What follows belongs to an exercise in optimizing a design on an open flow for small area, a short achievable clock period and few clock cycles; a production flow would make more cautious choices. RTL that was checked went through simulation tests only; none was proved equivalent to the original.

Setup of JK:
==> module SP, before the edit <==
module SP(
	clk,
	rst_n,
	cg_en,
	in_valid,
	in_data,
	in_mode,
	out_valid,
	out_data
);
input		clk;
input		rst_n;
input		in_valid;
input		cg_en;
input [8:0] in_data;
input [2:0] in_mode;
output reg 		  out_valid;
output reg [9:0]  out_data;
integer i;
function sgt;
	input [8:0] a;
	input [8:0] b;
	reg [8:0] u, v;
	integer j;
	begin
		u = {~a[8], a[7:0]};
		v = {~b[8], b[7:0]};
		sgt = 1'b0;
		for (j = 0; j < 9; j = j + 1)
			sgt = (u[j] & ~v[j]) | (~(~u[j] & v[j]) & sgt);
	end
endfunction
reg       busy;
reg [4:0] c;
reg [2:0] mode;
reg       o1, o2;
wire start = in_valid && !busy;
always @(posedge clk or negedge rst_n) begin
	if (!rst_n) busy <= 1'b0;
	else if (start) busy <= 1'b1;
	else if (o2) busy <= 1'b0;
end
always @(posedge clk) begin
	c <= jump ? 5'd10 : busy ? nc : 5'd0;
	if (start) mode <= in_mode;
end
wire m1 = mode[1];
wire m2 = mode[2];
wire jump;
wire [4:0] nc = c + 5'd1;
reg inph, fen, ins_e, ins_q, clr, at8, lastins;
wire nraw0 = !(in_mode[2] && !in_mode[1]);
always @(posedge clk or negedge rst_n) begin
	if (!rst_n) begin
		inph <= 1'b0; fen <= 1'b0; ins_e <= 1'b0; ins_q <= 1'b0;
		clr <= 1'b0; at8 <= 1'b0; lastins <= 1'b0;
	end else begin
		inph    <= start || busy && nc <= 5'd8;
		fen     <= jump || busy && m1 && nc >= 5'd10 && nc <= 5'd18;
		ins_e   <= start && nraw0 || jump && !m2 ||
		           busy && (nc <= 5'd8 ? (m1 || !m2) : (m1 && !m2 && nc >= 5'd10 && nc <= 5'd18));
		ins_q   <= busy && m2 && (m1 ? (nc >= 5'd13 && nc <= 5'd21) : (nc >= 5'd3 && nc <= 5'd11));
		clr     <= !jump && busy && m1 && nc == 5'd9;
		at8     <= busy && m1 && nc == 5'd8;
		lastins <= busy && (m2 ? (m1 ? nc == 5'd21 : nc == 5'd11) : (m1 ? nc == 5'd18 : nc == 5'd8));
	end
end
wire ins = ins_e && !jump || ins_q;
reg [7:0] gi;                 
reg       sg;
wire [7:0] gin;
genvar k;
generate for (k = 0; k < 8; k = k + 1) begin : g_gray
	if (k >= 4) assign gin[k] = ^in_data[7:k];
	else assign gin[k] = ^in_data[3:k];
end endgenerate
always @(posedge clk) begin
	gi <= gin;
	sg <= in_data[8];
end
wire [7:0] gb = {gi[7:4], gi[3:0] ^ {4{gi[4]}}};
wire [7:0] gr = {gi[7:4] ^ {1'b0, gi[7:5]}, gi[3:0] ^ {1'b0, gi[3:1]}};    
wire [7:0] nb;
generate for (k = 0; k < 8; k = k + 1) begin : g_neg
	if (k == 0) assign nb[k] = gb[0];
	else assign nb[k] = gb[k] ^ (sg & (|gb[k-1:0]));
end endgenerate
wire signed [8:0] vdec = mode[0] ? {sg & (|gb), nb} : {sg, gr};
reg signed [8:0] S [0:8];
reg signed [8:0] mid;          
reg [7:0] half;                
wire signed [8:0] e = inph ? vdec : S[0];
wire dn = fen && sgt(S[0], mid);
wire up = fen && sgt(mid, S[0]);
wire [8:0] hop = dn ? ~{1'b0, half} : up ? {1'b0, half} : 9'd0;
wire signed [8:0] fe = e + hop + {8'd0, dn};
always @(posedge clk) begin
	for (i = 0; i < 8; i = i + 1) S[i] <= S[i+1];
	S[8] <= fe;
end
reg signed [10:0] s3;
always @(posedge clk) s3 <= S[7] + S[8] + fe;
wire signed [8:0] q3;
SP_div3 u_div3(.t(s3), .q(q3));
wire signed [8:0] x = ins_q ? q3 : fe;
reg signed [8:0] L [1:5];
reg signed [8:0] mn;
reg [5:1] full;                
reg [5:0] gt;                  
always @(*) begin
	gt[0] = 1'b1;
	for (i = 1; i <= 5; i = i + 1) gt[i] = !full[i] || sgt(x, L[i]);
end
wire signed [8:0] nmax = gt[1] ? x : L[1];
wire signed [8:0] nmin = (!full[1] || sgt(mn, x)) ? x : mn;
assign jump = at8 && !gt[1] && !sgt(mn, x);
always @(posedge clk) begin
	if (!busy || clr || jump) full <= 5'd0;
	else if (ins) full <= {full[4:1], 1'b1};
	if (ins) begin
		L[1] <= nmax;
		for (i = 2; i <= 5; i = i + 1)
			L[i] <= gt[i-1] ? L[i-1] : (gt[i] ? x : L[i]);
		mn <= nmin;
	end
end
wire signed [9:0] msum = L[1] + mn;
wire [9:0] mdiff = L[1] - mn;
always @(posedge clk) begin
	if (clr || at8) begin
		mid <= (msum + {9'd0, msum[9]}) >>> 1;
		half <= mdiff[8:1];
	end
end
always @(posedge clk or negedge rst_n) begin
	if (!rst_n) begin
		o1 <= 1'b0; o2 <= 1'b0;
		out_valid <= 1'b0;
		out_data <= 10'd0;
	end else begin
		o1 <= lastins;
		o2 <= o1;
		out_valid <= lastins | o1 | o2;
		out_data <= lastins ? {nmax[8], nmax} : o1 ? {L[5][8], L[5]} : o2 ? {mn[8], mn} : 10'd0;
	end
end
endmodule
clock: 22.0 ns
lec_check: 0
cap_margin: 20
core_margin: 2
core_utilization: 40
slew_margin: 20
standard.sh (not shown) runs the stock make flow with config.mk's settings and CLKGATE_MAP_FILE= SYNTH_SCRIPT=/design/flow/synth_recipe.tcl, a recipe that flattens the netlist after the stock synthesis.
==> flow/flow/run.sh <==
#!/bin/bash
# Layout flow: the standard ORFS flow (standard.sh, standard synthesis
# unchanged), with these settings passed on to ORFS:
#  - port buffers are buf_4 cells (the default pick is a slow delay cell);
#  - ABC's area script for technology mapping;
#  - timing repair aims for 16.5 ns of setup slack at the unchanged 22 ns
#    clock, i.e. it works on paths longer than 5.5 ns;
#  - clock tree: sink clusters of up to 20 registers within 120 um, and no
#    dummy loads.
# The clock, its period and the I/O constraints are the standard flow's, unchanged.
# The full make output goes to standard.log; ORFS keeps each tool's own log
# under orfs/logs/.
set -e
bash standard.sh \
  BUFFER_PORTS_ARGS="-buffer_cell sky130_fd_sc_hd__buf_4" \
  ABC_AREA=1 \
  SETUP_SLACK_MARGIN=16.5 \
  CTS_ARGS="-sink_clustering_enable -repair_clock_nets -sink_clustering_size 20 -sink_clustering_max_diameter 120 -dont_use_dummy_load" \
  finish > standard.log 2>&1
JK: PASS, flow complete, no timing, DRC or antenna violations
Edits applied to the flow inputs when going from JK to MS:
-- flow/design.v --
<<< JK, line 66
	end
end
wire ins = ins_e && !jump || ins_q;
reg [7:0] gi;                 
reg       sg;
>>> MS, line 66
	end
end
wire ins = ins_e || ins_q;
reg [7:0] gi;                 
reg       sg;
==> comparison <==
Total placed instance area: JK and MS compared, higher one is JK
Clock skew: JK vs MS — no meaningful difference
Re fraction of layout cells with a size suffix above 1: MS is 2.9 points down on JK.
On final period demand of the worst path, the higher figure sits with JK, not MS.
Of MS and JK, it is MS that has the higher portion of the post-synthesis area used by sequential elements.
MS: via count of the first global-routing pass lower than JK
MS | status: complete | timing, DRC, antenna: pass
Changes observed in MS relative to JK: fraction of area in clock buffers and inverters stayed essentially flat, worst slack on hold paths rose by 0.022 ns.
[compare] base=JK new=MS: worst setup slack after layout shows an increase of 0.0078 ns.
Testbench counts of MS, summed over its fixed seeds: cycles 9,997.
Function not checked in JK: the RTL went through the layout flow alone.

## afterwards: timing with drivers on the ports
How much do the figures lean on ideal ports? The routed layouts below were timed once more, with nothing changed but the port constraints. Step 1: set_driving_cell puts a clkbuf_16 on clk and a buf_2 on each other input, an assumption about the parent block. Step 2 also shifts input and output timing later by t, the mid clock arrival at the registers, as if the neighbouring blocks saw the same clock. a / b / c = no drivers / after step 1 / after step 2; a / b = the first two.
| run | t (ns) | setup WS [ns] | slew at the worst register clock pin (ns) | worst slew at a driven data input, ns | cell pins on the clock port's net |
|---|---|---|---|---|---|
| JK | 0.503 | 16.584 / 16.539 / 16.920 | 0.09 / 0.09 | 0.04 | 1 |
| MS | 0.504 | 16.592 / 16.548 / 16.756 | 0.09 / 0.09 | 0.04 | 1 |
After both steps every run listed still meets setup and hold.
